What follows belongs to an exercise in optimizing a design on an open flow for small area; a production flow would make more cautious choices.
Only simulation tests tie the RTL to the original design; equivalence was not proved.
Power figures rest on the tool's default switching activity, not on a simulated workload.

File: flow/design.v
`timescale 1ns / 1ps
module fifo #(parameter WIDTH=64, parameter DEPTH=8)(
    input clk, 
    input res_n, 
    input shift_in, 
    input shift_out, 
    input [WIDTH-1:0] data_in,  
    output full, 
    output empty,
    output [WIDTH-1:0] data_out
    );
    wire [DEPTH-1:0] valid;
    wire [WIDTH-1:0] out [DEPTH-1:0];
    assign full = &valid;
    assign empty = ~(|valid);
    assign data_out = out[DEPTH-1] ;
    genvar i;
    generate
        for (i = 0; i < DEPTH; i = i+1) begin
            if (i == 0)begin
                FF ff(  .clk(clk), .res_n(res_n), .si(shift_in), .so(shift_out), 
                        .data_in(data_in), .pre(1'b0), .next(valid[i+1]), .pre_out(0), 
                        .out(out[i]), .valid(valid[i]));
            end else if (i == DEPTH - 1) begin
                FF ff(  .clk(clk), .res_n(res_n), .si(shift_in), .so(shift_out), 
                        .data_in(data_in), .pre(valid[i-1]), .next(1'b1), .pre_out(out[i-1]), 
                        .out(out[i]), .valid(valid[i]));
            end else begin
                FF ff(  .clk(clk), .res_n(res_n), .si(shift_in), .so(shift_out), 
                        .data_in(data_in), .pre(valid[i-1]), .next(valid[i+1]), .pre_out(out[i-1]), 
                        .out(out[i]), .valid(valid[i]));
            end
        end
    endgenerate
endmodule
module FF #(parameter WIDTH = 64, parameter DEPTH=8)(
    input clk,
    input res_n,
    input [WIDTH - 1: 0] data_in,
    input [WIDTH - 1: 0] pre_out,
    input si,
    input so,
    input pre,
    input next,
    output [WIDTH - 1:0] out,
    output reg valid
);
    reg [WIDTH-1:0] data;
    assign out = data;
    always @(posedge clk or negedge res_n) begin
        if (~res_n) begin
            data <= 0;
            valid <= 1'b0;
        end else begin
            if (~so && ~si) begin
                data <= data;
                valid <= valid;
            end else if (so && si) begin
                if(valid && ~pre) begin
                    data <= data_in;
                    valid <= 1'b1;
                end else begin
                    data <= pre_out;
                    valid <= pre;
                end
            end else if (~so && si ) begin
                if (~valid && next) begin
                    data <= data_in;
                    valid <= 1'b1;
                end else begin
                    data <= data;
                    valid <= valid;
                end
            end else if (so && ~si) begin
                data <= pre_out;
                valid <= pre;
            end else begin
                data <= data;
                valid <= 1'bx;
            end
        end
    end
endmodule 
File: flow/run.sh
#!/bin/bash
# synth_recipe.tcl (not shown) runs the flow's synth.tcl, then flattens the netlist and writes it again
# the make line also repeats each setting of config.mk as NAME=value (left out here)
make -C /OpenROAD-flow-scripts/flow DESIGN_CONFIG=/design/flow/config.mk WORK_HOME=/design/flow/orfs CLKGATE_MAP_FILE= SYNTH_SCRIPT=/design/flow/synth_recipe.tcl finish
File: flow/config.mk
export PLATFORM = sky130hd
export DESIGN_NAME = fifo
export DESIGN_NICKNAME = fifo
export VERILOG_FILES = /design/flow/design.v
export SDC_FILE = /design/flow/constraint.sdc
export NUM_CORES = 4
export LEC_CHECK = 0
export CAP_MARGIN = 20
export CORE_MARGIN = 2
export CORE_UTILIZATION = 40
export SLEW_MARGIN = 20
File: flow/constraint.sdc
create_clock -name core_clock -period 5.0 [get_ports {clk}]
set_input_delay 1.0000 -clock core_clock [delete_from_list [all_inputs] [get_ports {clk}]]
set_output_delay 1.0000 -clock core_clock [all_outputs]
set_load 0.01 [all_outputs]
==> run summary, run 1 <==
row count 101; Detailed Route WL 82020 um; crit path max fanout 8; Core ar. 76080 um2; post-CTS sizing 0; Syn Area/Cell 9.186 um2; Clock Latency Late Sink 0.64 ns; Worst Setup SP genblk1[5].genblk1.genblk1.ff.valid$_DFFE_PN0N_; synth warn 2; Synth cell types 31; Setup TNS 0 ns; max incr delay on CP 0.59 ns; Clock Tree Buf Depth 3; Hold WC Path Type in2async; R2R Path Start genblk1[1].genblk1.genblk1.ff.valid$_DFFE_PN0N_; Pleak 17.50 nW; Worst Tran Pin Value 1.066 ns; FMAX 304.2 MHz; Synth top area share 42.28%; Die ar. 79170 um2; Total GRT Usage 20.37%; Reg clk slew, reported paths 0.06 ns; largest net degree at the start of global routing 184; DP HPWL 44770 um; flop and latch count out of synthesis 520; Critical Path AT 2.29 ns; TritonCTS clock tree built; flop-to-flop setup slack 2.44 ns; outcome no timing/DRC/antenna violations; initial drt markers 2257; CP endpoint kind output port; hold_buf cts 0; worst r2r path cells 5; Clock Skew 0.01932 ns; Max-slew headroom 28.92%; port buffer count 133; final worst-path cycle share 65.75%; TritonCTS Sinks 520; I/O pin count 134; Post-synth top flop dfrtp_1; VDD IR max 0.2411 mV; critical path class reg2out; CP required 4.00 ns; commonest non-fill, non-tap cell in the layout dfrtp_1; DRC Markers 0; DR vias/cell 5.890; Die H 281.4 um; share of cells above drive strength 1 4.860%; Post-CTS Setup Inserts 0; pwr dens 412.1 nW/um2; starting density of the core 40.45%; Syn Nets 3423; Setup-failing EPs final 0; critical path's top delay family simple AND/OR/NAND/NOR gates; WP buf/inv 1; async set-reset flop share out of synthesis 100.0%; Placer Congestion 0.7260; Fill cells 7412; CTS H-Tree Depth 2; Area growth syn-to-layout 11.20%; startpoint types flop; Post-synth EDFFs 0; Mapped Area 30770 um2; routed via count 25222; Seq/Total Area, Yosys 42.28%; first drt pass iteration count 5; Num CTS Buffers 60; utilization after layout 44.98%; Synth area leader dfrtp_1; MaxCap Viol Count 0; vias in the first global route 24277; global-route wire length before repair 133500 um; chip width 281.4 um; synthesized netlist cell count 3350; worst hold margin 0.4052 ns; Post-DRT Antenna Nets 0; Final Slew Violations 0; nets 3281; commonest non-fill, non-tap cells in the layout 520 x dfrtp_1, 461 x a21oi_1, 384 x mux2i_1, 384 x o21ai_0, 384 x a211o_1; initial antenna violation count 7; Final Hold Viols 0; Final min period 3.287 ns; RSZ-0062 raised after global routing false; WL/cell 19.15 um; grt ovf 0; Root Buffer clkbuf_16; crit path max-delay cell type clkdlybuf4s50_1; R2R Path End genblk1[2].genblk1.genblk1.ff.data[5]$_DFFE_PN0P_; Synth area leaders dfrtp_1 42%, mux2i_1 12%, a211o_1 11%, a21oi_1 7.5%, o21ai_0 6.2%; worst-path cell chain nor4_1, and3_1, clkdlybuf4s50_1
-- cell families after synthesis --
logic type | after synthesis | share of synthesized area [%]
compound gates | 1497 | 31.47
simple gates | 541 | 7.286
flops | 520 | 42.28
buf+inv | 403 | 6.265
mux | 384 | 12.49
fa+ha+maj | 5 | 0.2033
-- synth_stat cells, types with 64 or more instances --
cell / instances
a211o_1: 384
a211oi_1: 128
a21o_1: 65
a21oi_1: 461
a22o_1: 64
buf_2: 124
clkbuf_1: 210
dfrtp_1: 520
mux2i_1: 384
nand2_1: 128
nor2_1: 327
o21ai_0: 384
-- flip-flops by register name, summed over array words and instances, names as in the netlist --
| signal | flops |
|---|---|
| genblk1.genblk1.ff.data | 64 |
| genblk1.genblk1.ff.valid | 1 |
| genblk1.genblk1.genblk1.ff.data | 448 |
| genblk1.genblk1.genblk1.ff.valid | 7 |
-- worst max-delay path by stage --
| stage | end | slack, ns | cells after the start |
|---|---|---|---|
| 6_report | empty | 1.71 | 3 |
| 5_1_grt | empty | 1.62 | 3 |
| 4_1_cts | empty | 1.68 | 3 |
| 3_5_place_dp | genblk1[5].genblk1.genblk1.ff.data[23]$_DFFE_PN0P_ | 1.27 | 7 |
| 3_3_place_gp | genblk1[6].genblk1.genblk1.ff.data[24]$_DFFE_PN0P_ | 1.30 | 7 |
| 2_1_floorplan | genblk1[4].genblk1.genblk1.ff.data[34]$_DFFE_PN0P_ | 2.57 | 9 |
-- stage by stage --
stage	instance area [um2]	setup slack, ns	total power [mW]	instances
after floorplan	30770	2.574	8.669	3350
after global placement	32300	1.301	9.818	4175
after detailed placement	32300	1.272	9.865	4175
after CTS	34190	1.684	14.27	4280
after global routing	34220	1.617	14.97	4281
final	34220	1.713	14.10	4282
-- cell type report --
type                       instances  area (um2)  share of cell area (%)
clock buffer                      90        1725                   5.042
inverter                          10       37.54                  0.1097
antenna                            1       2.502                0.007312
multi-input combinational       2427       15950                   46.62
clock inverter                    15       161.4                  0.4716
tap                             1030        1289                   3.766
sequential                       520       13010                   38.02
timing repair buffer             189        2039                   5.960
-- report_power, final --
| part | internal, mW | switching [mW] | leakage (nW) | total, mW |
|---|---|---|---|---|
| combinational | 1.83 | 2.20 | 10.0 | 4.03 |
| clock | 2.51 | 1.81 | 0.931 | 4.33 |
| sequential | 5.10 | 0.647 | 6.56 | 5.75 |
| total | 9.45 | 4.66 | 17.5 | 14.1 |
-- worst reg2reg max path, stage by stage (launching register included) --
cell	delay, ns
dfrtp_1	0.51
nand2b_4	0.81
buf_4	0.48
mux2i_1	0.31
nor2_1	0.06
a211o_1	0.28
-- metal layers --
| layer | routed length [um] | GRT usage [%] | vias up |
|---|---|---|---|
| met2 | 37140 | 33.09 | 426 |
| met5 | 77 | 0 | - |
| met4 | 1256 | 4.637 | 12 |
| li1 | - | - | 12063 |
| met3 | 3535 | 3.215 | 95 |
| met1 | 40000 | 28.55 | 12626 |
==> run 2: changes to the inputs <==
==> flow/design.v (replaced) <==
module fifo #(parameter WIDTH=64, parameter DEPTH=8)(
    input clk,
    input res_n,
    input shift_in,
    input shift_out,
    input [WIDTH-1:0] data_in,
    output full,
    output empty,
    output [WIDTH-1:0] data_out
    );
    reg [2:0] wp, rp;
    reg       full_r, empty_r;
    reg [WIDTH-1:0] mem [0:DEPTH-1];
    wire pop  = shift_out & ~empty_r;
    wire push = shift_in & (empty_r ? ~shift_out : (~full_r | shift_out));
    assign full = full_r;
    assign empty = empty_r;
    always @(posedge clk or negedge res_n) begin
        if (~res_n) begin
            wp <= 3'd0; rp <= 3'd0; full_r <= 1'b0; empty_r <= 1'b1;
        end else begin
            if (push) wp <= wp + 3'd1;
            if (pop)  rp <= rp + 3'd1;
            if (push & ~pop) begin
                empty_r <= 1'b0;
                full_r  <= (wp + 3'd1) == rp;
            end else if (pop & ~push) begin
                full_r  <= 1'b0;
                empty_r <= (rp + 3'd1) == wp;
            end
        end
    end
    integer k;
    always @(posedge clk)
        for (k = 0; k < DEPTH; k = k + 1)
            if (push && wp == k) mem[k] <= data_in;
    reg [WIDTH-1:0] rd;
    always @* begin
        rd = {WIDTH{1'b0}};
        for (k = 0; k < DEPTH; k = k + 1)
            rd = rd | (mem[k] & {WIDTH{rp == k}});
    end
    assign data_out = rd;
endmodule
==> flow/flow/run.sh (new file) <==
#!/bin/bash
# Standard ORFS layout, with the port buffers made of the smallest buffer and a clock tree
# built from small clock buffers without dummy loads.
set -euo pipefail
bash standard.sh \
  "BUFFER_PORTS_ARGS=-buffer_cell sky130_fd_sc_hd__buf_1" \
  "CTS_ARGS=-sink_clustering_enable -repair_clock_nets -dont_use_dummy_load -buf_list {sky130_fd_sc_hd__clkbuf_4 sky130_fd_sc_hd__clkbuf_8}" \
  finish > flow_make.log 2>&1
==> flow/standard.sh (new file) <==
#!/bin/bash
# synth_recipe.tcl (not shown) runs the flow's synth.tcl, then flattens the netlist and writes it again
# the make line also repeats each setting of config.mk as NAME=value (left out here)
make -C /OpenROAD-flow-scripts/flow DESIGN_CONFIG=/design/flow/config.mk WORK_HOME=/design/flow/orfs CLKGATE_MAP_FILE= SYNTH_SCRIPT=/design/flow/synth_recipe.tcl "${@:-finish}"
removed: flow/run.sh
==> run summary, run 2 <==
Die ar. 49470 um2 (-38%); Hold WC Path Type in2async; main combinational cell family by area after synthesis compound AO/OA/AOI/OAI gates; Post-CTS Setup Inserts 0 (unchanged); Core ar. 47450 um2 (-38%); async set-reset flop share out of synthesis 1.538% (-98 points); pwr dens 590.3 nW/um2 (+43%); Synth top area share 80.57% (+38 points); chip width 222.4 um (-21%); commonest non-fill, non-tap cells in the layout 512 x edfxtp_1, 133 x buf_1, 83 x clkbuf_8; routed via count 10380 (-59%); final worst-path cycle share 84.71% (+19 points); RSZ-0062 raised after global routing false; Mapped Area 19080 um2 (-38%); post-CTS sizing 0 (unchanged); commonest non-fill, non-tap cell in the layout edfxtp_1; VDD IR max 0.2762 mV (+15%); startpoint types flop; Post-DRT Antenna Nets 0 (unchanged); antenna diode count 0 (-1); max FFs per register 512 (+14%); Root Buffer clkbuf_8; Die H 222.4 um (-21%); sequential power share 45.2% (+4.4 points); Clock Skew 0.06862 ns (+0.04931 ns); Total GRT Usage 18.35% (-2.0 points); mux cell area share after synthesis 0.3475% (-12 points); Post-Synth Adder-Cell Area 0.8523% (+0.65 points); DP HPWL 24610 um (-45%); Synth Area in Compound Gates 12.73% (-19 points); Max-slew headroom 28.31% (-0.61 points); Pint 8.298 mW (-12%); grt ovf 0 (unchanged); port buffer count 133 (unchanged); hold_buf cts 0 (unchanged); largest net degree at the start of global routing 65 (-65%); CP endpoint kind output port; DRC Markers 0 (unchanged); Final min period 4.235 ns (+0.9480 ns); Num CTS Buffers 83 (+38%); Comb pwr share 32.1% (+3.5 points); vias in the first global route 10591 (-56%); Synth area leader edfxtp_1; Reg clk slew, reported paths 0.05 ns (about the same); Sw Share 34.55% (+1.5 points); Synth area leaders edfxtp_1 81%, a222oi_1 3.4%, a22oi_1 3.0%, a22o_1 2.3%, nand2_1 1.0%; Setup-failing EPs final 0 (unchanged); CP required 4.00 ns (about the same); DR vias/cell 5.789 (-1.7%); crit path max fanout 44 (+36); Post-Synth Simple-Gate Area 1.954% (-5.3 points); WL/cell 25.48 um (+33%); MaxCap Viol Count 0 (unchanged); global-route wire length before repair 67220 um (-50%); flop and latch count out of synthesis 520 (unchanged); starting density of the core 40.22% (-0.23 points); Fill cells 4150 (-44%); critical path class reg2out; Largest Register mem; Seq/Total Area, Yosys 81.62% (+39 points); Final Slew Violations 0 (unchanged); top cells by count, synth 512 x edfxtp_1, 77 x a22oi_1, 64 x a222oi_1; initial antenna violation count 0 (-7); Detailed Route WL 45690 um (-44%); power share of the clock group 22.7% (-8.0 points); dpl cells 1710 (-59%); nets 1261 (-62%); CTS H-Tree Depth 3 (+1); Non-Filler Instances 1793 (-58%); XOR/XNOR share of the synthesized area 0.3213% (+0.32 points); Setup TNS 0 ns (unchanged); Pleak 6.639 nW (-62%); FMAX 236.1 MHz (-22%); TritonCTS clock tree built; Critical Path AT 3.24 ns (+0.95 ns); largest registers mem (512), rp (3), wp (3); TritonCTS Sinks 520 (unchanged); Post-synth EDFFs 512 (+512); Worst Tran Pin Value 1.075 ns (+0.009156 ns); Final Hold Viols 0 (unchanged); Post-synth top flop edfxtp_1; initial drt markers 1076 (-52%); synthesized netlist cell count 1009 (-70%); I/O pin count 134 (unchanged); most common cell in the synthesized netlist edfxtp_1; Area growth syn-to-layout 12.55%; Clock Tree Buf Depth 3 (unchanged); first drt pass iteration count 6 (+1); outcome no timing/DRC/antenna violations; Syn Nets 1090 (-68%); Switch Pwr 4.381 mW (-5.9%); share of cells above drive strength 1 11.88% (+7.0 points); Synth cell types 38 (+23%); Syn Area/Cell 18.91 um2 (+110%); Clock Latency Late Sink 0.64 ns (about the same); row count 80 (-21%); synth warn 2 (unchanged); Placer Congestion 0.7227 (-0.45%)
[run 2: per-stage QoR]
step	worst slack (ns)	util, %	total power [mW]	hold WS, ns	cell area [um2]
2_1_floorplan	1.413	-	8.307	0.5318	19080
3_3_place_gp	1.341	42.86	9.929	0.6075	20340
3_5_place_dp	1.332	42.86	9.976	0.5856	20340
4_1_cts	0.6533	45.27	12.86	0.2657	21480
5_1_grt	0.6065	45.27	13.35	0.3023	21480
6_report	0.7647	45.27	12.68	0.3148	21480
[run 2: logic make-up (layout without fill, tap and decap cells)]
| family | Yosys count | after routing |
|---|---|---|
| compound gates | 303 | 303 |
| xor+xnor | 7 | 7 |
| fa+ha+maj | 13 | 13 |
| buf+inv | 77 | 246 |
| flops | 520 | 520 |
| mux | 6 | 6 |
| simple gates | 83 | 83 |
[run 2: path summary, 6_finish.rpt]
| kind | start | to | slack, ns | cells past startpoint |
|---|---|---|---|---|
| worst max-delay path | rp[2]$_DFFE_PN0P_ | data_out[52] | 0.76 | 6 |
| worst min-delay path | res_n | wp[1]$_DFFE_PN0P_ | 0.31 | 1 |
| worst max register to register | empty_r$_DFFE_PN1P_ | mem[0][2]$_DFFE_PP_ | 2.55 | 5 |
| worst min register to register | full_r$_DFFE_PN0P_ | full_r$_DFFE_PN0P_ | 0.63 | 2 |
| max in group asynchronous | res_n | rp[2]$_DFFE_PN0P_ | 4.24 | 1 |
| min in group core_clock | full_r$_DFFE_PN0P_ | full_r$_DFFE_PN0P_ | 0.63 | 2 |
[run 2: layout make-up]
| class | instances | area (um2) | area share (%) |
|---|---|---|---|
| clock buffer | 83 | 1142 | 5.319 |
| inverter | 6 | 22.52 | 0.1049 |
| multi-input combinational | 412 | 3197 | 14.88 |
| sequential | 520 | 15580 | 72.54 |
| tap | 615 | 769.5 | 3.583 |
| timing repair buffer | 157 | 767.0 | 3.571 |
[run 2: worst max-delay path, stage by stage (launching register included)]
cell and delay [ns]:
dfrtp_4 0.84, buf_4 0.56, nor2b_2 0.21, buf_4 0.28
a222oi_1 0.27, o21ai_0 0.24, buf_1 0.19
[run 2: power groups by stage]
stage	Clock, mW	Combinational [mW]	Sequential, mW
floorplan	0	2.57	5.74
global placement	0	4.13	5.80
detailed placement	0	4.15	5.82
CTS	2.95	4.17	5.74
global route	3.14	4.43	5.78
finish	2.87	4.07	5.73
[run 2: layer usage]
| layer | wire [um] | GRT usage [%] | vias to the layer above |
|---|---|---|---|
| li1 | - | - | 4563 |
| met3 | 2812 | 3.914 | 70 |
| met1 | 19940 | 25.14 | 5403 |
| met4 | 901 | 6.149 | 0 |
| met5 | 0 | 0 | - |
| met2 | 22040 | 29.36 | 344 |
==> run 3: changes to the inputs <==
==> flow/run.sh (new file) <==
#!/bin/bash
# synth_recipe.tcl (not shown) runs the flow's synth.tcl, then flattens the netlist and writes it again
# the make line also repeats each setting of config.mk as NAME=value (left out here)
make -C /OpenROAD-flow-scripts/flow DESIGN_CONFIG=/design/flow/config.mk WORK_HOME=/design/flow/orfs CLKGATE_MAP_FILE= SYNTH_SCRIPT=/design/flow/synth_recipe.tcl finish
removed: flow/flow/run.sh
removed: flow/standard.sh
==> run summary, run 3 <==
outcome no timing/DRC/antenna violations; power share of the clock group 25.5% (+2.8 points); post-CTS sizing 0 (unchanged); most common cell in the synthesized netlist edfxtp_1; CP required 4.00 ns (about the same); Switch Pwr 4.515 mW (+3.1%); Pleak 7.225 nW (+8.8%); CP endpoint kind output port; Synth cell types 38 (unchanged); Worst Setup SP rp[2]$_DFFE_PN0P_; Clock Tree Buf Depth 3 (unchanged); Final Slew Violations 0 (unchanged); largest registers mem (512), rp (3), wp (3); hold_buf cts 0 (unchanged); Synth top area share 80.57% (unchanged); async set-reset flop share out of synthesis 1.538% (unchanged); DR vias/cell 5.731 (-1.0%); Final min period 4.504 ns (+0.2690 ns); critical path class reg2out; row count 80 (unchanged); RSZ-0062 raised after global routing false; Max-slew headroom 31.99% (+3.7 points); Syn Area/Cell 18.91 um2 (unchanged); global-route wire length before repair 67700 um (+0.72%); pwr dens 618.4 nW/um2 (+4.8%); CTS H-Tree Depth 2 (-1); commonest non-fill, non-tap cells in the layout 512 x edfxtp_1, 133 x clkdlybuf4s50_1, 77 x a22oi_1; sequential power share 40.6% (-4.6 points); synthesized netlist cell count 1009 (unchanged); Synth area leaders edfxtp_1 81%, a222oi_1 3.4%, a22oi_1 3.0%, a22o_1 2.3%, nand2_1 1.0%; Die H 222.4 um (unchanged); WL/cell 25.10 um (-1.5%); VDD IR max 0.2451 mV (-11%); vias in the first global route 10278 (-3.0%); port buffer count 133 (unchanged); final worst-path cycle share 90.09% (+5.4 points); Seq/Total Area, Yosys 81.62% (unchanged); startpoint types flop; synth warn 2 (unchanged); starting density of the core 40.22% (unchanged); Post-synth top flop edfxtp_1; largest net degree at the start of global routing 65 (unchanged); Total GRT Usage 18.29% (-0.069 points); commonest non-fill, non-tap cell in the layout edfxtp_1; Syn Nets 1090 (unchanged); Root Buffer clkbuf_16; Pint 9.590 mW (+16%); Detailed Route WL 45490 um (-0.46%); initial antenna violation count 2 (+2); first drt pass iteration count 6 (unchanged); top cells by count, synth 512 x edfxtp_1, 77 x a22oi_1, 64 x a222oi_1; Sw Share 32.01% (-2.5 points); Fill cells 3998 (-3.7%); Largest Register mem; dpl cells 1719 (+0.53%); nets 1238 (-1.8%); DRC Markers 0 (unchanged); Area growth syn-to-layout 19.53%; Critical Path AT 3.50 ns (+0.26 ns); TritonCTS Sinks 520 (unchanged); Synth area leader edfxtp_1; Hold WC Path Type reg2reg; chip width 222.4 um (unchanged); Die ar. 49470 um2 (unchanged); Setup-failing EPs final 0 (unchanged); initial drt markers 1220 (+13%); MaxCap Viol Count 0 (unchanged); Post-CTS Setup Inserts 0 (unchanged); Mapped Area 19080 um2 (unchanged); Post-DRT Antenna Nets 0 (unchanged); Hold Startpoint full_r$_DFFE_PN0P_; Comb pwr share 33.9% (+1.8 points); Num CTS Buffers 51 (-39%); Reg clk slew, reported paths 0.06 ns (about the same); routed via count 10385 (+0.048%); Setup TNS 0 ns (unchanged); share of cells above drive strength 1 11.20% (-0.68 points); I/O pin count 134 (unchanged); TritonCTS clock tree built; Non-Filler Instances 1812 (+1.1%); grt ovf 0 (unchanged); flop and latch count out of synthesis 520 (unchanged); Clock Skew 0.01409 ns (-0.05454 ns); crit path max fanout 64 (+45%); Core ar. 47450 um2 (unchanged); DP HPWL 24780 um (+0.69%); R2R Path Start empty_r$_DFFE_PN1P_; Post-synth EDFFs 512 (unchanged); max FFs per register 512 (unchanged); Final Hold Viols 0 (unchanged); Clock Latency Late Sink 0.58 ns (-0.06 ns); Placer Congestion 0.7153 (-1.0%); FMAX 222.0 MHz (-6.0%); Worst Tran Pin Value 1.020 ns (-0.05529 ns)
## run 3: cell counts after synthesis
No cell type changed its count.
## run 3: cell families after synthesis
| kind of cell | synth area share (%) |
|---|---|
| muxes | 0.3475 |
| xor gates and xnor gates | 0.3213 |
| buffers and inverters | 2.177 |
| DFF | 81.62 |
| AOI/OAI and AO/OA | 12.73 |
| adders and majority gates | 0.8524 |
| and+or+nand+nor | 1.954 |
## run 3: worst max-delay path, stage by stage, from the launching register on
cell and delay, ns:
dfrtp_4 0.73, inv_2 0.18, ha_4 0.84, a222oi_1 0.26, o211ai_1 0.26, clkdlybuf4s50_1 0.62
## run 3: per-stage QoR
stage | total power, mW | util (%) | instance area, um2 | setup slack [ns] | hold WS (ns)
floorplan | 8.307 | - | 19080 | 1.413 | 0.5318
global placement | 10.63 | 44.78 | 21250 | 1.076 | 0.6113
detailed placement | 10.67 | 44.78 | 21250 | 1.078 | 0.6023
CTS | 14.29 | 48.07 | 22810 | 0.4316 | 0.6277
global route | 14.78 | 48.07 | 22810 | 0.2681 | 0.6475
finish | 14.11 | 48.07 | 22810 | 0.4957 | 0.6227
## run 3: final cells by class
| cell class | count | area [um2] | share of cell area, % |
|---|---|---|---|
| multi-input cells | 412 | 3197 | 14.02 |
| diodes | 1 | 2.502 | 0.01097 |
| clock buffers | 69 | 1406 | 6.166 |
| repair buffers | 166 | 1679 | 7.361 |
| flip-flops and latches | 520 | 15580 | 68.30 |
| clock inverters | 23 | 152.6 | 0.6692 |
| inverters | 6 | 22.52 | 0.09874 |
| well taps | 615 | 769.5 | 3.374 |
## run 3: layer usage
layer  global-route usage (%)  up-vias  share of wire (%)
li1                         -     4572                  -
met1                    26.14     5419                 45
met2                    29.10      337                 47
met3                    3.042       55                6.0
met4                    5.174        2                1.8
met5                        0        -              0.029
## run 3: power by group through the flow
stage	logic [mW]	registers [mW]	clock network, mW
floorplan	2.57	5.74	0
global placement	4.83	5.80	0
detailed placement	4.85	5.82	0
CTS	4.87	5.73	3.68
global route	5.17	5.78	3.83
finish	4.78	5.73	3.60
## run 3: path summary, 6_finish.rpt
check | endpoint | slack [ns] | cells after the start
hold / removal | full_r$_DFFE_PN0P_ | 0.62 | 2
setup / recovery | data_out[41] | 0.50 | 5
min in group asynchronous | wp[0]$_DFFE_PN0P_ | 0.71 | 1
max in group asynchronous | rp[2]$_DFFE_PN0P_ | 3.96 | 1
hold reg to reg | full_r$_DFFE_PN0P_ | 0.62 | 2
setup reg to reg | mem[4][28]$_DFFE_PP_ | 2.73 | 5
==> run 4: changes to the inputs <==
==> flow/design.v (replaced) <==
module fifo #(parameter WIDTH=64, parameter DEPTH=8)(
    input clk,
    input res_n,
    input shift_in,
    input shift_out,
    input [WIDTH-1:0] data_in,
    output full,
    output empty,
    output [WIDTH-1:0] data_out
    );
    reg [DEPTH-1:0] valid;
    reg [WIDTH-1:0] mem [0:DEPTH-1];
    assign full  = valid[DEPTH-1];
    assign empty = ~valid[0];
    wire pop  = shift_out & valid[0];
    wire push = shift_in & (valid[0] ? (~valid[DEPTH-1] | shift_out) : ~shift_out);
    wire grow   = push & ~pop;
    wire shrink = pop & ~push;
    always @(posedge clk or negedge res_n) begin
        if (~res_n)
            valid <= {DEPTH{1'b0}};
        else
            valid <= {1'b0, valid[DEPTH-1:1]}
                   | (valid & {DEPTH{~shrink}})
                   | ({valid[DEPTH-2:0], 1'b1} & {DEPTH{grow}});
    end
    integer k;
    always @(posedge clk)
        if (push) begin
            mem[0] <= data_in;
            for (k = 1; k < DEPTH; k = k + 1)
                mem[k] <= mem[k-1];
        end
    wire [DEPTH-1:0] sel = valid & ~{1'b0, valid[DEPTH-1:1]};
    genvar g;
    generate
        for (g = 0; g < WIDTH; g = g + 1) begin : rm
            fifo_rmux u (.sel(sel),
                .d({mem[7][g], mem[6][g], mem[5][g], mem[4][g], mem[3][g], mem[2][g], mem[1][g], mem[0][g]}),
                .y(data_out[g]));
        end
    endgenerate
endmodule
module fifo_rmux (
    input  [7:0] sel,
    input  [7:0] d,
    output       y
);
    wire n0, n1;
    fifo_aoi222 g0 (.a(d[0]), .b(sel[0]), .c(d[1]), .d(sel[1]), .e(d[2]), .f(sel[2]), .y(n0));
    fifo_aoi222 g1 (.a(d[3]), .b(sel[3]), .c(d[4]), .d(sel[4]), .e(d[5]), .f(sel[5]), .y(n1));
    assign y = ~(n0 & n1) | (d[6] & sel[6]) | (d[7] & sel[7]);
endmodule
module fifo_aoi222 (input a, b, c, d, e, f, output y);
    assign y = ~((a & b) | (c & d) | (e & f));
endmodule
--- a/flow/config.mk
+++ b/flow/config.mk
@@ -7,5 +7,10 @@
 export LEC_CHECK = 0
 export CAP_MARGIN = 20
 export CORE_MARGIN = 2
-export CORE_UTILIZATION = 40
+export CORE_UTILIZATION = 60
+export CTS_BUF_LIST = sky130_fd_sc_hd__clkbuf_4 sky130_fd_sc_hd__clkbuf_8
+export CTS_CLUSTER_DIAMETER = 60
+export CTS_CLUSTER_SIZE = 20
 export SLEW_MARGIN = 20
+export SYNTH_HIERARCHICAL = 1
+export SYNTH_MINIMUM_KEEP_SIZE = 0
==> run summary, run 4 <==
outcome no timing/DRC/antenna violations; top cells by count, synth 512 x edfxtp_1, 128 x a222oi_1, 64 x a22oi_1, 64 x nand3_1, 8 x dfrtp_1; largest net degree at the start of global routing 115 (+77%); share of cells above drive strength 1 8.832% (-2.4 points); synth warn 8 (+6); Post-CTS Setup Inserts 0 (unchanged); vias in the first global route 9651 (-6.1%); sequential power share 65.0% (+24 points); Largest Register mem; Worst Tran Pin Value 1.118 ns (+0.09819 ns); Clock Tree Buf Depth 3 (unchanged); critical path's top delay family simple AND/OR/NAND/NOR gates; mux cell area share after synthesis 0% (-0.35 points); CTS H-Tree Depth 2 (unchanged); DP HPWL 19020 um (-23%); initial drt markers 1842 (+51%); MaxCap Viol Count 0 (unchanged); Core ar. 29480 um2 (-38%); critical path class reg2out; largest registers mem (512), valid (8); Die ar. 31170 um2 (-37%); WHS Endpoint mem[2][1]$_DFFE_PP_; antenna diode count 0 (-1); Post-DRT Antenna Nets 0 (unchanged); Root Buffer clkbuf_8; VDD IR max 0.2645 mV (+7.9%); max FFs per register 512 (unchanged); port buffer count 133 (unchanged); Post-Synth Adder-Cell Area 0% (-0.85 points); Switch Pwr 1.861 mW (-59%); Fill cells 1843 (-54%); R2R Path End mem[4][26]$_DFFE_PP_; worst hold path stage count 0 (-2); DRC Markers 0 (unchanged); I/O pin count 134 (unchanged); grt ovf 0 (unchanged); hold_buf cts 0 (unchanged); startpoint types flop; post-CTS sizing 0 (unchanged); Post-synth EDFFs 512 (unchanged); Clock Latency Late Sink 0.56 ns (-0.02 ns); synthesized netlist cell count 808 (-20%); crit path max-delay cell type nor2_4; XOR/XNOR share of the synthesized area 0% (-0.32 points); global-route wire length before repair 55700 um (-18%); async set-reset flop share out of synthesis 1.538% (unchanged); routed via count 9731 (-6.3%); main combinational cell family by area after synthesis compound AO/OA/AOI/OAI gates; Max-slew headroom 25.27% (-6.7 points); Final min period 4.409 ns (-0.09518 ns); Critical Path AT 3.41 ns (-0.09 ns); flop-to-flop setup slack 2.08 ns (-0.65 ns); power share of the clock group 26.6% (+1.1 points); Syn Area/Cell 22.11 um2 (+17%); TritonCTS clock tree built; Num CTS Buffers 36 (-29%); Synth Area in Compound Gates 10.39% (-2.3 points); Pint 6.360 mW (-34%); flop and latch count out of synthesis 520 (unchanged); Synth cell types 20 (-47%); Placer Congestion 0.8006 (+12%); Synth area leader edfxtp_1; Area growth syn-to-layout 15.81%; Hold WC Path Type reg2reg; Final Hold Viols 0 (unchanged); RSZ-0062 raised after global routing false; Post-Synth Simple-Gate Area 2.375% (+0.42 points); Clock Skew 0.01462 ns (+0.0005323 ns); final worst slack 0.5909 ns (+0.09518 ns); Pleak 6.708 nW (-7.2%); Setup-failing EPs final 0 (unchanged); Reg clk slew, reported paths 0.11 ns (+0.05 ns); worst r2r path cells 3 (-2); Total GRT Usage 23.23% (+4.9 points); max incr delay on CP 0.87 ns (+0.03 ns); FMAX 226.8 MHz (+2.2%); nets 1067 (-14%); Setup TNS 0 ns (unchanged); WL/cell 25.80 um (+2.8%); first drt pass iteration count 13 (+7); TritonCTS Sinks 520 (unchanged); Synth top area share 86.07% (+5.5 points); Syn Nets 876 (-20%); Seq/Total Area, Yosys 87.20% (+5.6 points); chip width 176.5 um (-21%); most common cell in the synthesized netlist edfxtp_1; Synth area leaders edfxtp_1 86%, a222oi_1 7.2%, a22oi_1 2.7%, nand3_1 1.8%, dfrtp_1 1.1%; final worst-path cycle share 88.18% (-1.9 points); CP required 4.00 ns (about the same); worst-path cell chain inv_1, nor2_4, buf_4, a222oi_1, nand3_1, clkdlybuf4s50_1; Hold Startpoint mem[1][1]$_DFFE_PP_; Comb pwr share 8.5% (-25 points); WP buf/inv 3 (+1); row count 63 (-21%); DR vias/cell 6.906 (+21%); Final Slew Violations 0 (unchanged); Die H 176.5 um (-21%); dpl ws 1.257 ns (+0.1786 ns); Post-synth top flop edfxtp_1; CP endpoint kind output port; commonest non-fill, non-tap cell in the layout edfxtp_1; initial antenna violation count 0 (-2); R2R Path Start valid[7]$_DFF_PN0_; Sw Share 22.63% (-9.4 points); pwr dens 397.4 nW/um2 (-36%); starting density of the core 60.59% (+20 points); commonest non-fill, non-tap cells in the layout 512 x edfxtp_1, 133 x clkdlybuf4s50_1, 128 x a222oi_1; Mapped Area 17860 um2 (-6.4%); Detailed Route WL 36360 um (-20%); crit path max fanout 33 (-48%)
[run 4: cell count changes after synthesis, sizes merged, moves of 15 or more]
cell    delta
a211oi    -15
a221oi    -19
a222oi    +64
clkbuf    -21
nand2     -46
o21ai     -15
nand3     +50
o211ai    -19
a21oi     -24
buf       -50
a22o      -51
[run 4: cell families (layout without fill, tap and decap cells)]
| family | count (synthesis) | count (layout) |
|---|---|---|
| AO/OA/AOI/OAI | 205 | 205 |
| flip-flops | 520 | 520 |
| AND/OR/NAND/NOR | 81 | 81 |
| buffers and inverters | 2 | 213 |
[run 4: worst max path at each step]
stage | to | depth (start not counted) | from
after floorplan | mem[0][0]$_DFFE_PP_ | 1 | valid[0]$_DFF_PN0_
after global placement | data_out[7] | 6 | valid[0]$_DFF_PN0_
after detailed placement | data_out[32] | 6 | valid[0]$_DFF_PN0_
after CTS | data_out[32] | 6 | valid[0]$_DFF_PN0_
after global routing | data_out[32] | 6 | valid[0]$_DFF_PN0_
final | data_out[7] | 6 | valid[0]$_DFF_PN0_
[run 4: layout make-up]
type	count	area, um2	area share (%)
inverter	2	7.507	0.03629
tap	390	488.0	2.359
timing repair buffer	153	1544	7.464
clock inverter	21	210.2	1.016
sequential	520	15580	75.32
clock buffer	37	509.2	2.462
multi-input combinational	286	2347	11.35
[run 4: per-stage QoR]
stage	utilization, %	power (mW)	hold WS, ns	instance area (um2)	std cells
after global placement	67.73	6.100	0.4300	19970	1351
after CTS	70.17	8.298	0.4523	20690	1409
final	70.17	8.221	0.4511	20690	1409
after detailed placement	67.73	6.134	0.4327	19970	1351
after floorplan	-	6.033	0.4260	17860	808
after global routing	70.17	8.522	0.4634	20690	1409
[run 4: routing by layer]
| layer | up-vias | global-route usage (%) | routed length (um) |
|---|---|---|---|
| met5 | - | 0 | 0 |
| met4 | 0 | 6.061 | 678 |
| met3 | 47 | 4.436 | 3726 |
| met2 | 605 | 35.29 | 17010 |
| met1 | 4989 | 35.38 | 14940 |
| li1 | 4090 | - | - |
[run 4: power by group through the flow]
stage | Sequential [mW] | Combinational (mW) | Clock, mW
after floorplan | 5.73 | 0.303 | 0
final | 5.34 | 0.695 | 2.19
after global routing | 5.38 | 0.746 | 2.40
after global placement | 5.41 | 0.688 | 0
after detailed placement | 5.43 | 0.700 | 0
after CTS | 5.34 | 0.702 | 2.25
[run 4: modules after synthesis, one instance, submodules excluded]
module	flip-flops and latches	cells	cell area (um2)	times used
fifo	520	552	15780	1
fifo_rmux	0	2	12.51	64
fifo_aoi222	0	1	10.01	128
==> run 5: changes to the inputs <==
==> flow/flow/run.sh (new file) <==
#!/bin/bash
# The standard layout (standard.sh), with two changes: the port buffers are the
# smallest buffer cell, and the clock tree is built from small clock buffers in larger
# sink clusters, without dummy loads. make's output goes to flow_make.log; each ORFS step
# also keeps its own log under orfs/logs/.
set -euo pipefail
bash standard.sh \
  "BUFFER_PORTS_ARGS=-buffer_cell sky130_fd_sc_hd__buf_1" \
  "CTS_ARGS=-sink_clustering_enable -repair_clock_nets -dont_use_dummy_load -sink_clustering_size 20 -sink_clustering_max_diameter 60 -buf_list {sky130_fd_sc_hd__clkbuf_4 sky130_fd_sc_hd__clkbuf_8}" \
  finish > flow_make.log 2>&1
==> flow/standard.sh (new file) <==
#!/bin/bash
# synth_recipe.tcl (not shown) runs the flow's synth.tcl, then flattens the netlist and writes it again
# the make line also repeats each setting of config.mk as NAME=value (left out here)
make -C /OpenROAD-flow-scripts/flow DESIGN_CONFIG=/design/flow/config.mk WORK_HOME=/design/flow/orfs CLKGATE_MAP_FILE= SYNTH_SCRIPT=/design/flow/synth_recipe.tcl "${@:-finish}"
--- a/flow/config.mk
+++ b/flow/config.mk
@@ -8,9 +8,6 @@
 export CAP_MARGIN = 20
 export CORE_MARGIN = 2
 export CORE_UTILIZATION = 60
-export CTS_BUF_LIST = sky130_fd_sc_hd__clkbuf_4 sky130_fd_sc_hd__clkbuf_8
-export CTS_CLUSTER_DIAMETER = 60
-export CTS_CLUSTER_SIZE = 20
 export SLEW_MARGIN = 20
 export SYNTH_HIERARCHICAL = 1
 export SYNTH_MINIMUM_KEEP_SIZE = 0
removed: flow/run.sh
==> run summary, run 5 <==
commonest non-fill, non-tap cell in the layout edfxtp_1; CP required 4.00 ns (about the same); Worst Tran Pin Value 1.115 ns (-0.003461 ns); VDD IR max 0.2671 mV (+0.95%); Total GRT Usage 22.84% (-0.39 points); synth warn 8 (unchanged); MaxCap Viol Count 0 (unchanged); DP HPWL 19120 um (+0.50%); synthesized netlist cell count 808 (unchanged); Clock Skew 0.04015 ns (+0.02553 ns); Reg clk slew, reported paths 0.09 ns (-0.02 ns); pwr dens 393.7 nW/um2 (-0.94%); starting density of the core 60.59% (unchanged); port buffer count 133 (unchanged); largest registers mem (512), valid (8); outcome no timing/DRC/antenna violations; RSZ-0062 raised after global routing false; Synth top area share 86.07% (unchanged); DRC Markers 0 (unchanged); async set-reset flop share out of synthesis 1.538% (unchanged); Clock Latency Late Sink 0.56 ns (about the same); Largest Register mem; dpl ws 1.704 ns (+0.4474 ns); Setup TNS 0 ns (unchanged); Core ar. 29480 um2 (unchanged); Syn Nets 876 (unchanged); Setup-failing EPs final 0 (unchanged); Placer Congestion 0.7619 (-4.8%); Die ar. 31170 um2 (unchanged); utilization after layout 66.73% (-3.4 points); Pwr Total 7.746 mW (-5.8%); top cells by count, synth 512 x edfxtp_1, 128 x a222oi_1, 64 x a22oi_1, 64 x nand3_1, 8 x dfrtp_1; Synth area leaders edfxtp_1 86%, a222oi_1 7.2%, a22oi_1 2.7%, nand3_1 1.8%, dfrtp_1 1.1%; worst hold margin 0.3713 ns (-0.07980 ns); crit path max fanout 72 (+120%); Post-DRT Antenna Nets 0 (unchanged); Synth area leader edfxtp_1; worst r2r path cells 2 (-1); largest net degree at the start of global routing 139 (+21%); Root Buffer clkbuf_8; Finished Cell Area 19670 um2 (-4.9%); Pleak 6.251 nW (-6.8%); Placed Instance Area 19160 um2 (-4.0%); Fill cells 1999 (+8.5%); initial drt markers 1437 (-22%); Worst Setup SP valid[7]$_DFF_PN0_; commonest non-fill, non-tap cells in the layout 512 x edfxtp_1, 133 x buf_1, 128 x a222oi_1; Synth cell types 20 (unchanged); Detailed Route WL 35830 um (-1.4%); grt ovf 0 (unchanged); share of cells above drive strength 1 7.121% (-1.7 points); TritonCTS clock tree built; Num CTS Buffers 37 (+2.8%); flop and latch count out of synthesis 520 (unchanged); initial antenna violation count 0 (unchanged); Critical Path AT 2.85 ns (-0.56 ns); Hold WC Path Type in2async; row count 63 (unchanged); Reg area 15580 um2 (unchanged); crit path max-delay cell type dfrtp_4; Clock Tree Buf Depth 3 (unchanged); chip width 176.5 um (unchanged); Max-slew headroom 25.52% (+0.25 points); Area growth syn-to-layout 10.14%; hold_buf cts 0 (unchanged); DR vias/cell 6.902 (about the same); TritonCTS Sinks 520 (unchanged); Die H 176.5 um (unchanged); Seq/Total Area, Yosys 87.20% (unchanged); worst-path cell chain nor2b_4, buf_12, a22oi_1, nand3_1, buf_1; Non-Filler Instances 1387 (-1.6%); final worst slack 1.154 ns (+0.5629 ns); antenna diode count 0 (unchanged); Final Hold Viols 0 (unchanged); CTS H-Tree Depth 2 (unchanged); routed via count 9573 (-1.6%); WL/cell 25.83 um (+0.12%); R2R Path Start valid[7]$_DFF_PN0_; Mapped Area 17860 um2 (unchanged); dpl cells 1350 (-0.074%); first drt pass iteration count 11 (-2); Final min period 3.846 ns (-0.5629 ns); startpoint types flop; CP endpoint kind output port; max FFs per register 512 (unchanged); Post-synth top flop edfxtp_1; most common cell in the synthesized netlist edfxtp_1; vias in the first global route 9576 (-0.78%); area of the multi-input gates 2347 um2 (unchanged); final worst-path cycle share 76.92% (-11 points); Syn Area/Cell 22.11 um2 (unchanged); Post-CTS Setup Inserts 0 (unchanged); FMAX 260.0 MHz (+15%); Final Slew Violations 0 (unchanged); Post-synth EDFFs 512 (unchanged); max incr delay on CP 0.86 ns (about the same); post-CTS sizing 0 (unchanged); critical path class reg2out; nets 1067 (unchanged); global-route wire length before repair 54790 um (-1.6%); I/O pin count 134 (unchanged)
==> run 5: report_power, final <==
group | internal (mW) | switching, mW | leakage [nW] | total (mW)
sequential | 5.18 | 0.181 | 4.97 | 5.36
combinational | 0.158 | 0.362 | 1.01 | 0.519
clock | 0.670 | 1.20 | 0.266 | 1.87
total | 6.00 | 1.74 | 6.25 | 7.75
==> run 5: path summary, 6_finish.rpt <==
check / slack [ns] / endpoint
setup / recovery: 1.15 / data_out[18]
hold / removal: 0.37 / valid[4]$_DFF_PN0_
setup reg to reg: 2.35 / mem[7][57]$_DFFE_PP_
hold reg to reg: 0.44 / mem[7][31]$_DFFE_PP_
max in group asynchronous: 4.27 / valid[7]$_DFF_PN0_
min in group core_clock: 0.44 / mem[7][31]$_DFFE_PP_
==> run 5: Yosys stat by module (local to each module, per instance) <==
module       flip-flops and latches  copies in the design  area, um2  cells
fifo_rmux                         0                    64      12.51      2
fifo                            520                     1      15780    552
fifo_aoi222                       0                   128      10.01      1
==> run 5: layer usage <==
| metal | share of wire (%) | GRT usage [%] | up-vias |
|---|---|---|---|
| li1 | - | - | 4053 |
| met3 | 8.6 | 3.359 | 56 |
| met5 | 0 | 0 | - |
| met1 | 42 | 35.04 | 4901 |
| met2 | 46 | 34.77 | 563 |
| met4 | 2.6 | 6.887 | 0 |
==> run 5: cell families after synthesis <==
logic type / Yosys count / share of synthesized area [%]
flip-flops: 520 / 87.20
AND/OR/NAND/NOR: 81 / 2.375
buffers and inverters: 2 / 0.04199
AO/OA/AOI/OAI: 205 / 10.39
==> run 5: area by class of cell <==
type | instances | share of cell area (%)
clock buffers | 37 | 2.588
repair buffers | 152 | 3.771
flip-flops and latches | 520 | 79.19
inverters | 2 | 0.03816
well taps | 390 | 2.480
multi-input cells | 286 | 11.93
==> run 5: worst max-delay path: cells and delay by family, from the launching register on <==
| kind | cells | cell delay [ns] |
|---|---|---|
| buffers and inverters | 2 | 0.54 |
| flip-flops | 1 | 0.86 |
| AND/OR/NAND/NOR | 2 | 0.73 |
| AO/OA/AOI/OAI | 1 | 0.16 |
==> run 6: changes to the inputs <==
--- a/flow/design.v
+++ b/flow/design.v
@@ -8,21 +8,24 @@
     output empty,
     output [WIDTH-1:0] data_out
     );
-    reg [DEPTH-1:0] valid;
+    reg [3:0] cnt;
     reg [WIDTH-1:0] mem [0:DEPTH-1];
-    assign full  = valid[DEPTH-1];
-    assign empty = ~valid[0];
-    wire pop  = shift_out & valid[0];
-    wire push = shift_in & (valid[0] ? (~valid[DEPTH-1] | shift_out) : ~shift_out);
+    assign full  = cnt[3];
+    assign empty = ~(|cnt);
+    wire pop  = shift_out & ~empty;
+    wire push = shift_in & (~empty ? (~full | shift_out) : ~shift_out);
     wire grow   = push & ~pop;
     wire shrink = pop & ~push;
+    wire [3:0] tog;
+    assign tog[0] = grow | shrink;
+    assign tog[1] = tog[0] & (cnt[0] ~^ grow);
+    assign tog[2] = tog[1] & (cnt[1] ~^ grow);
+    assign tog[3] = tog[2] & (cnt[2] ~^ grow);
     always @(posedge clk or negedge res_n) begin
         if (~res_n)
-            valid <= {DEPTH{1'b0}};
+            cnt <= 4'd0;
         else
-            valid <= {1'b0, valid[DEPTH-1:1]}
-                   | (valid & {DEPTH{~shrink}})
-                   | ({valid[DEPTH-2:0], 1'b1} & {DEPTH{grow}});
+            cnt <= cnt ^ tog;
     end
     integer k;
     always @(posedge clk)
@@ -31,8 +34,16 @@
             for (k = 1; k < DEPTH; k = k + 1)
                 mem[k] <= mem[k-1];
         end
-    wire [DEPTH-1:0] sel = valid & ~{1'b0, valid[DEPTH-1:1]};
+    wire [DEPTH-1:0] sel;
     genvar g;
+    generate
+        for (g = 0; g < DEPTH; g = g + 1) begin : dec
+            if (g == DEPTH - 1)
+                assign sel[g] = cnt[3];
+            else
+                assign sel[g] = (cnt[2:0] == g + 1);
+        end
+    endgenerate
     generate
         for (g = 0; g < WIDTH; g = g + 1) begin : rm
             fifo_rmux u (.sel(sel),
==> flow/flow/run.sh (replaced) <==
#!/bin/bash
# The standard layout (standard.sh) with three changes:
#  - the port buffers are the smallest buffer cell (buf_1);
#  - the clock tree is built from small clock buffers in larger sink clusters, without
#    dummy loads;
#  - global placement and placement repair buffer high-fanout nets with the small buffers
#    only (flow/small_bufs.tcl, sourced before those two steps).
# make's output goes to flow_make.log; each ORFS step also keeps its own log under orfs/logs/.
set -euo pipefail
here=$(pwd)
bash standard.sh \
  "BUFFER_PORTS_ARGS=-buffer_cell sky130_fd_sc_hd__buf_1" \
  "CTS_ARGS=-sink_clustering_enable -repair_clock_nets -dont_use_dummy_load -sink_clustering_size 20 -sink_clustering_max_diameter 60 -buf_list {sky130_fd_sc_hd__clkbuf_4 sky130_fd_sc_hd__clkbuf_8}" \
  "PRE_GLOBAL_PLACE_TCL=$here/flow/small_bufs.tcl" \
  "PRE_RESIZE_TCL=$here/flow/small_bufs.tcl" \
  finish > flow_make.log 2>&1
==> flow/flow/small_bufs.tcl (new file) <==
# keep the resizer's buffering to the small buffers
set_dont_use [get_lib_cells {sky130_fd_sc_hd__buf_6 sky130_fd_sc_hd__buf_8 sky130_fd_sc_hd__buf_12 sky130_fd_sc_hd__buf_16 sky130_fd_sc_hd__bufbuf_8 sky130_fd_sc_hd__bufbuf_16}]
==> run summary, run 6 <==
outcome no timing/DRC/antenna violations; power share of the clock group 16.7% (-7.4 points); port buffer count 133 (unchanged); worst-path cell chain and3b_2, buf_2, a222oi_1, nand3_1, buf_1; chip width 176.1 um (-0.28%); top cells by count, synth 512 x edfxtp_1, 128 x a222oi_1, 65 x nand3_1; Clock Skew 0.03578 ns (-0.004372 ns); Synth cell types 23 (+15%); synthesized netlist cell count 803 (-0.62%); Post-DRT Antenna Nets 0 (unchanged); TritonCTS Sinks 516 (-0.77%); Setup-failing EPs final 0 (unchanged); Clock Latency Late Sink 0.56 ns (about the same); Finished Cell Area 19420 um2 (-1.3%); VDD IR max 0.3170 mV (+19%); Post-synth top flop edfxtp_1; initial drt markers 1619 (+13%); Reg clk slew, reported paths 0.09 ns (about the same); post-CTS sizing 0 (unchanged); largest registers mem (512), cnt (4); FMAX 248.3 MHz (-4.5%); starting density of the core 61.38% (+0.79 points); commonest non-fill, non-tap cells in the layout 512 x edfxtp_1, 136 x buf_1, 128 x a222oi_1; vias in the first global route 9344 (-2.4%); R2R Path End mem[5][52]$_DFFE_PP_; Mapped Area 17760 um2 (-0.57%); Hold WC Path Type in2async; CTS H-Tree Depth 2 (unchanged); Final Hold Viols 0 (unchanged); Detailed Route WL 35850 um (about the same); Synth top area share 86.57% (+0.49 points); CP endpoint kind output port; max layer used met4; critical path class reg2out; Critical Path AT 3.03 ns (+0.18 ns); flop-to-flop setup slack 1.72 ns (-0.63 ns); Post-CTS Setup Inserts 0 (unchanged); I/O pin count 134 (unchanged); antenna diode count 0 (unchanged); Syn Area/Cell 22.12 um2 (about the same); metal3 WL 2960 um (-4.3%); share of cells above drive strength 1 6.949% (-0.17 points); Total GRT Usage 22.98% (+0.14 points); final worst-path cycle share 80.55% (+3.6 points); Final min period 4.028 ns (+0.1813 ns); Crit path depth 5 (unchanged); Max-slew headroom 31.78% (+6.3 points); Worst Tran Pin Value 1.023 ns (-0.09152 ns); DP HPWL 19910 um (+4.2%); Pleak 6.100 nW (-2.4%); Clock Tree Buf Depth 3 (unchanged); WP buf/inv 2 (unchanged); first drt pass iteration count 10 (-1); MaxCap Viol Count 0 (unchanged); Sw Share 33.01% (+11 points); largest net degree at the start of global routing 72 (-48%); hold_buf cts 0 (unchanged); critical path's top delay family simple AND/OR/NAND/NOR gates; CP required 4.00 ns (about the same); crit path max fanout 26 (-64%); Placed Instance Area 18930 um2 (-1.2%); async set-reset flop share out of synthesis 0.7752% (-0.76 points); routed via count 9389 (-1.9%); Seq/Total Area, Yosys 87.13% (about the same); commonest non-fill, non-tap cell in the layout edfxtp_1; global-route wire length before repair 54840 um (about the same); DR vias/cell 6.818 (-1.2%); WL met1 14990 um (-1.5%); Pint 7.359 mW (+23%); synth warn 8 (unchanged); crit path max-delay cell type and3b_2; nets 1064 (-0.28%); Met2 Wirelength 17240 um (+3.9%); DRC Markers 0 (unchanged); Synth area leader edfxtp_1; Die ar. 30990 um2 (-0.55%); row count 62 (-1.6%); Die H 176.1 um (-0.28%); Setup TNS 0 ns (unchanged); most common cell in the synthesized netlist edfxtp_1; initial antenna violation count 0 (unchanged); sequential power share 57.4% (-12 points); Root Buffer clkbuf_8; Final Slew Violations 0 (unchanged); Post-synth EDFFs 512 (unchanged); Num CTS Buffers 36 (-2.7%); Synth area leaders edfxtp_1 87%, a222oi_1 7.2%, a22oi_1 2.7%, nand3_1 1.8%, dfrtp_1 0.56%; worst hold margin 0.2910 ns (-0.08036 ns); Core ar. 28940 um2 (-1.9%); worst r2r path cells 4 (+2); WL/cell 26.03 um (+0.78%); Largest Register mem; max incr delay on CP 0.80 ns (-0.06 ns); Syn Nets 872 (-0.46%); Comb pwr share 25.9% (+19 points); startpoint types flop; max FFs per register 512 (unchanged); Area growth syn-to-layout 9.356%; grt ovf 0 (unchanged); TritonCTS clock tree built; flop and latch count out of synthesis 516 (-0.77%); RSZ-0062 raised after global routing false; Switch Pwr 3.627 mW (+110%); Placer Congestion 0.7442 (-2.3%); R2R Path Start cnt[3]$_DFF_PN0_; pwr dens 565.6 nW/um2 (+44%)
[run 6: how the worst max path moves through the flow]
stage	slack, ns	end	from
2_1_floorplan	-5.07	cnt[2]$_DFF_PN0_	shift_out
3_3_place_gp	1.72	data_out[2]	cnt[1]$_DFF_PN0_
3_5_place_dp	1.61	mem[1][46]$_DFFE_PP_	shift_out
4_1_cts	1.00	data_out[1]	cnt[0]$_DFF_PN0_
5_1_grt	0.85	data_out[40]	cnt[0]$_DFF_PN0_
6_report	0.97	data_out[8]	cnt[1]$_DFF_PN0_
[run 6: metrics by stage]
stage	std cells	util, %	setup WS, ns	power (mW)
2_1_floorplan	803	-	-5.074	8.112
3_3_place_gp	1341	65.41	1.717	9.130
3_5_place_dp	1341	65.41	1.615	9.248
4_1_cts	1377	67.12	1.002	11.07
5_1_grt	1377	67.12	0.8461	11.52
6_report	1377	67.12	0.9725	10.99
[run 6: cell families (layout without fill, tap and decap cells)]
| group | Yosys count | in the layout | synth area share (%) |
|---|---|---|---|
| flops | 516 | 516 | 87.13 |
| simple gates | 81 | 81 | 2.409 |
| xor+xnor | 5 | 5 | 0.2466 |
| compound gates | 196 | 196 | 10.05 |
| buf+inv | 4 | 194 | 0.09155 |
| fa+ha+maj | 1 | 1 | 0.07044 |
[run 6: Yosys stat by module (local to each module, per instance)]
module	cells	cell area, um2	flip-flops and latches
fifo	547	15680	516
fifo_rmux	2	12.51	0
fifo_aoi222	1	10.01	0
[run 6: layer usage]
metal	up-vias	GRT usage (%)
li1	4032	-
met1	4798	34.14
met2	505	36.63
met3	54	3.596
met4	0	5.716
met5	-	0
[run 6: final cells by class]
type | instances | area [um2]
well taps | 384 | 480.5
multi-input cells | 283 | 2318
flip-flops and latches | 516 | 15480
fillers | 1916 | 9513
inverters | 1 | 3.754
repair buffers | 157 | 645.6
clock buffers | 36 | 495.5
[run 6: power by group through the flow]
stage	registers [mW]	clock network [mW]	logic, mW
final	6.30	1.84	2.84
after global routing	6.40	2.05	3.07
after CTS	6.31	1.90	2.86
after detailed placement	6.40	0	2.85
after global placement	6.33	0	2.80
after floorplan	6.33	0	1.78
==> run 7: changes to the inputs <==
--- a/flow/flow/run.sh
+++ b/flow/flow/run.sh
@@ -10,7 +10,7 @@
 here=$(pwd)
 bash standard.sh \
   "BUFFER_PORTS_ARGS=-buffer_cell sky130_fd_sc_hd__buf_1" \
-  "CTS_ARGS=-sink_clustering_enable -repair_clock_nets -dont_use_dummy_load -sink_clustering_size 20 -sink_clustering_max_diameter 60 -buf_list {sky130_fd_sc_hd__clkbuf_4 sky130_fd_sc_hd__clkbuf_8}" \
+  "CTS_ARGS=-sink_clustering_enable -repair_clock_nets -dont_use_dummy_load -sink_clustering_size 11 -sink_clustering_max_diameter 50 -buf_list {sky130_fd_sc_hd__clkbuf_4}" \
   "PRE_GLOBAL_PLACE_TCL=$here/flow/small_bufs.tcl" \
   "PRE_RESIZE_TCL=$here/flow/small_bufs.tcl" \
   finish > flow_make.log 2>&1
==> run summary, run 7 <==
TritonCTS Sinks 516 (unchanged); Placer Congestion 0.7442 (unchanged); Switch Pwr 3.651 mW (+0.67%); startpoint types flop; DP HPWL 19910 um (unchanged); TritonCTS clock tree built; RSZ-0062 raised after global routing false; flop-to-flop setup slack 1.71 ns (about the same); synth warn 8 (unchanged); initial drt markers 1564 (-3.4%); Setup-failing EPs final 0 (unchanged); flop and latch count out of synthesis 516 (unchanged); Mapped Area 17760 um2 (unchanged); hold_buf cts 0 (unchanged); Comb pwr share 26.3% (+0.4 points); worst-path cell chain and3b_2, buf_2, a222oi_1, nand3_1, buf_1; first drt pass iteration count 10 (unchanged); pwr dens 561.0 nW/um2 (-0.82%); Final Slew Violations 0 (unchanged); share of cells above drive strength 1 8.515% (+1.6 points); WL/cell 25.95 um (-0.33%); Num CTS Buffers 53 (+47%); Clock Skew 0.03259 ns (-0.003188 ns); most common cell in the synthesized netlist edfxtp_1; port buffer count 133 (unchanged); Root Buffer clkbuf_4; Placed Instance Area 18930 um2 (unchanged); Synth top area share 86.57% (unchanged); Worst Tran Pin Value 1.036 ns (+0.01247 ns); DRC Markers 0 (unchanged); crit path max-delay cell type and3b_2; Seq/Total Area, Yosys 87.13% (unchanged); global-route wire length before repair 55500 um (+1.2%); Post-synth EDFFs 512 (unchanged); row count 62 (unchanged); Clock Tree Buf Depth 3 (unchanged); Area growth syn-to-layout 8.848%; initial antenna violation count 2 (+2); Syn Area/Cell 22.12 um2 (unchanged); Pint 7.193 mW (-2.2%); async set-reset flop share out of synthesis 0.7752% (unchanged); Largest Register mem; sequential power share 58.2% (+0.8 points); vias in the first global route 9461 (+1.3%); largest net degree at the start of global routing 72 (unchanged); Worst Setup SP cnt[1]$_DFF_PN0_; Sw Share 33.67% (+0.65 points); Clock Latency Late Sink 0.72 ns (+0.16 ns); outcome no timing/DRC/antenna violations; Detailed Route WL 36250 um (+1.1%); largest registers mem (512), cnt (4); Total GRT Usage 23.34% (+0.36 points); Hold WC Path Type in2async; Non-Filler Instances 1397 (+1.5%); Max-slew headroom 30.95% (-0.83 points); post-CTS sizing 0 (unchanged); VDD IR max 0.2838 mV (-10%); max FFs per register 512 (unchanged); critical path class reg2out; Fill cells 1941 (+1.3%); Syn Nets 872 (unchanged); final worst-path cycle share 84.06% (+3.5 points); dpl cells 1341 (unchanged); Core ar. 28940 um2 (unchanged); Final min period 4.203 ns (+0.1755 ns); R2R Path Start cnt[3]$_DFF_PN0_; Die ar. 30990 um2 (unchanged); CP required 4.00 ns (about the same); max incr delay on CP 0.81 ns (about the same); worst hold margin 0.1215 ns (-0.1695 ns); crit path max fanout 26 (unchanged); commonest non-fill, non-tap cell in the layout edfxtp_1; routed via count 9536 (+1.6%); Synth area leaders edfxtp_1 87%, a222oi_1 7.2%, a22oi_1 2.7%, nand3_1 1.8%, dfrtp_1 0.56%; Synth area leader edfxtp_1; FMAX 237.9 MHz (-4.2%); utilization after layout 66.81% (-0.31 points); Die H 176.1 um (unchanged); CP endpoint kind output port; synthesized netlist cell count 803 (unchanged); DR vias/cell 6.826 (+0.11%); nets 1081 (+1.6%); MaxCap Viol Count 0 (unchanged); Post-DRT Antenna Nets 0 (unchanged); top cells by count, synth 512 x edfxtp_1, 128 x a222oi_1, 65 x nand3_1; commonest non-fill, non-tap cells in the layout 512 x edfxtp_1, 136 x buf_1, 128 x a222oi_1; worst r2r path cells 4 (unchanged); grt ovf 0 (unchanged); Final Hold Viols 0 (unchanged); Critical Path AT 3.20 ns (+0.17 ns); I/O pin count 134 (unchanged); starting density of the core 61.38% (unchanged); Reg clk slew, reported paths 0.11 ns (+0.02 ns); CTS H-Tree Depth 2 (unchanged); Pleak 6.085 nW (-0.25%); chip width 176.1 um (unchanged); Post-CTS Setup Inserts 0 (unchanged); power share of the clock group 15.6% (-1.1 points); Finished Cell Area 19330 um2 (-0.46%); R2R Path End mem[1][49]$_DFFE_PP_; Synth cell types 23 (unchanged); Post-synth top flop edfxtp_1
run 7: cell types whose count changed in the layout (fill, tap and decap cells not counted), sizes merged:
cell	previous run	this run
clkbuf	36	53
diode	0	3
run 7: metal layers:
metal  global-route usage, %  vias up  wire length [um]
met5                       0        -                 0
met4                   6.233        0               749
met3                   4.156       69              3310
met2                   36.70      546             17300
met1                   34.61     4825             14890
li1                        -     4096                 -
run 7: per-module statistics from Yosys, one instance, submodules excluded:
module / times used / cells inside / flip-flops and latches
fifo: 1 / 547 / 516
fifo_aoi222: 128 / 1 / 0
fifo_rmux: 64 / 2 / 0
run 7: area by class of cell:
| type | count | area [um2] | share of cell area [%] |
|---|---|---|---|
| inverters | 1 | 3.754 | 0.01942 |
| repair buffers | 157 | 645.6 | 3.340 |
| diodes | 3 | 7.507 | 0.03883 |
| multi-input cells | 283 | 2318 | 11.99 |
| clock buffers | 53 | 397.9 | 2.058 |
| well taps | 384 | 480.5 | 2.485 |
| flip-flops and latches | 516 | 15480 | 80.07 |
run 7: critical path, delay by kind of cell (launching register included):
kind	cells	cell delay, ns
AND/OR/NAND/NOR	2	0.97
buffers and inverters	2	0.68
flip-flops	1	0.63
AO/OA/AOI/OAI	1	0.18
run 7: how the worst max path moves through the flow:
| stage | endpoint | slack [ns] | depth (start not counted) |
|---|---|---|---|
| finish | data_out[42] | 0.80 | 5 |
| global route | data_out[40] | 0.66 | 6 |
| CTS | data_out[42] | 0.81 | 5 |
| detailed placement | mem[1][46]$_DFFE_PP_ | 1.61 | 4 |
| global placement | data_out[2] | 1.72 | 5 |
| floorplan | cnt[2]$_DFF_PN0_ | -5.07 | 6 |
run 7: power groups by stage:
stage / logic (mW) / clock network (mW) / registers (mW)
3_5_place_dp: 2.85 / 0 / 6.40
6_report: 2.85 / 1.69 / 6.31
2_1_floorplan: 1.78 / 0 / 6.33
5_1_grt: 3.07 / 1.92 / 6.40
3_3_place_gp: 2.80 / 0 / 6.33
4_1_cts: 2.86 / 1.75 / 6.31
run 7: logic make-up after synthesis:
logic type      after synthesis  share of synthesized area (%)
xor+xnor                      5                         0.2466
fa+ha+maj                     1                        0.07044
compound gates              196                          10.05
simple gates                 81                          2.409
buf+inv                       4                        0.09155
flops                       516                          87.13
run 7: per-stage QoR:
step	setup TNS (ns)	total power [mW]	setup WS (ns)
after floorplan	-2229.75	8.112	-5.074
after global placement	0	9.130	1.717
after detailed placement	0	9.248	1.615
after CTS	0	10.92	0.8110
after global routing	0	11.39	0.6616
final	0	10.84	0.7970

## re-timing with driven ports
Ports are ideal in the flow. The routed layouts listed here were re-timed in OpenROAD. Step 1 (the two cells are an assumption about what drives the block):
set clk [get_ports {clk}]
set_driving_cell -lib_cell sky130_fd_sc_hd__clkbuf_16 $clk
set_driving_cell -lib_cell sky130_fd_sc_hd__buf_2 [delete_from_list [all_inputs] $clk]
Step 2 adds t to the input delays and takes it off the output delays; t is the mean of the earliest and latest rising clock arrival at the registers after step 1. Input paths then give back, and output paths get back, about the clock's delay inside the block. Three values: ideal, step 1, step 2; two values: the first two.
| run | t, ns | setup slack, ns | worst hold slack (ns) | worst register clock-pin slew, ns |
|---|---|---|---|---|
| run 1 | 0.697 | 1.713 / 1.645 / 1.181 | 0.405 / 0.390 / 0.471 | 0.06 / 0.06 |
| run 2 | 0.662 | 0.765 / 0.713 / 1.375 | 0.315 / 0.321 / 0.627 | 0.06 / 0.06 |
| run 3 | 0.631 | 0.496 / 0.440 / 1.071 | 0.623 / 0.623 / 0.623 | 0.06 / 0.06 |
| run 4 | 0.599 | 0.591 / 0.546 / 1.144 | 0.451 / 0.451 / 0.451 | 0.11 / 0.11 |
| run 5 | 0.588 | 1.154 / 1.104 / 1.692 | 0.371 / 0.344 / 0.438 | 0.11 / 0.11 |
| run 6 | 0.593 | 0.972 / 0.926 / 1.518 | 0.291 / 0.269 / 0.439 | 0.11 / 0.11 |
| run 7 | 0.745 | 0.797 / 0.754 / 1.499 | 0.121 / 0.103 / 0.442 | 0.12 / 0.12 |
After both steps every run listed still meets setup and hold. The setup slack of run 1, which loses most, moves by -0.068 ns with the drivers and by -0.532 ns with both steps.
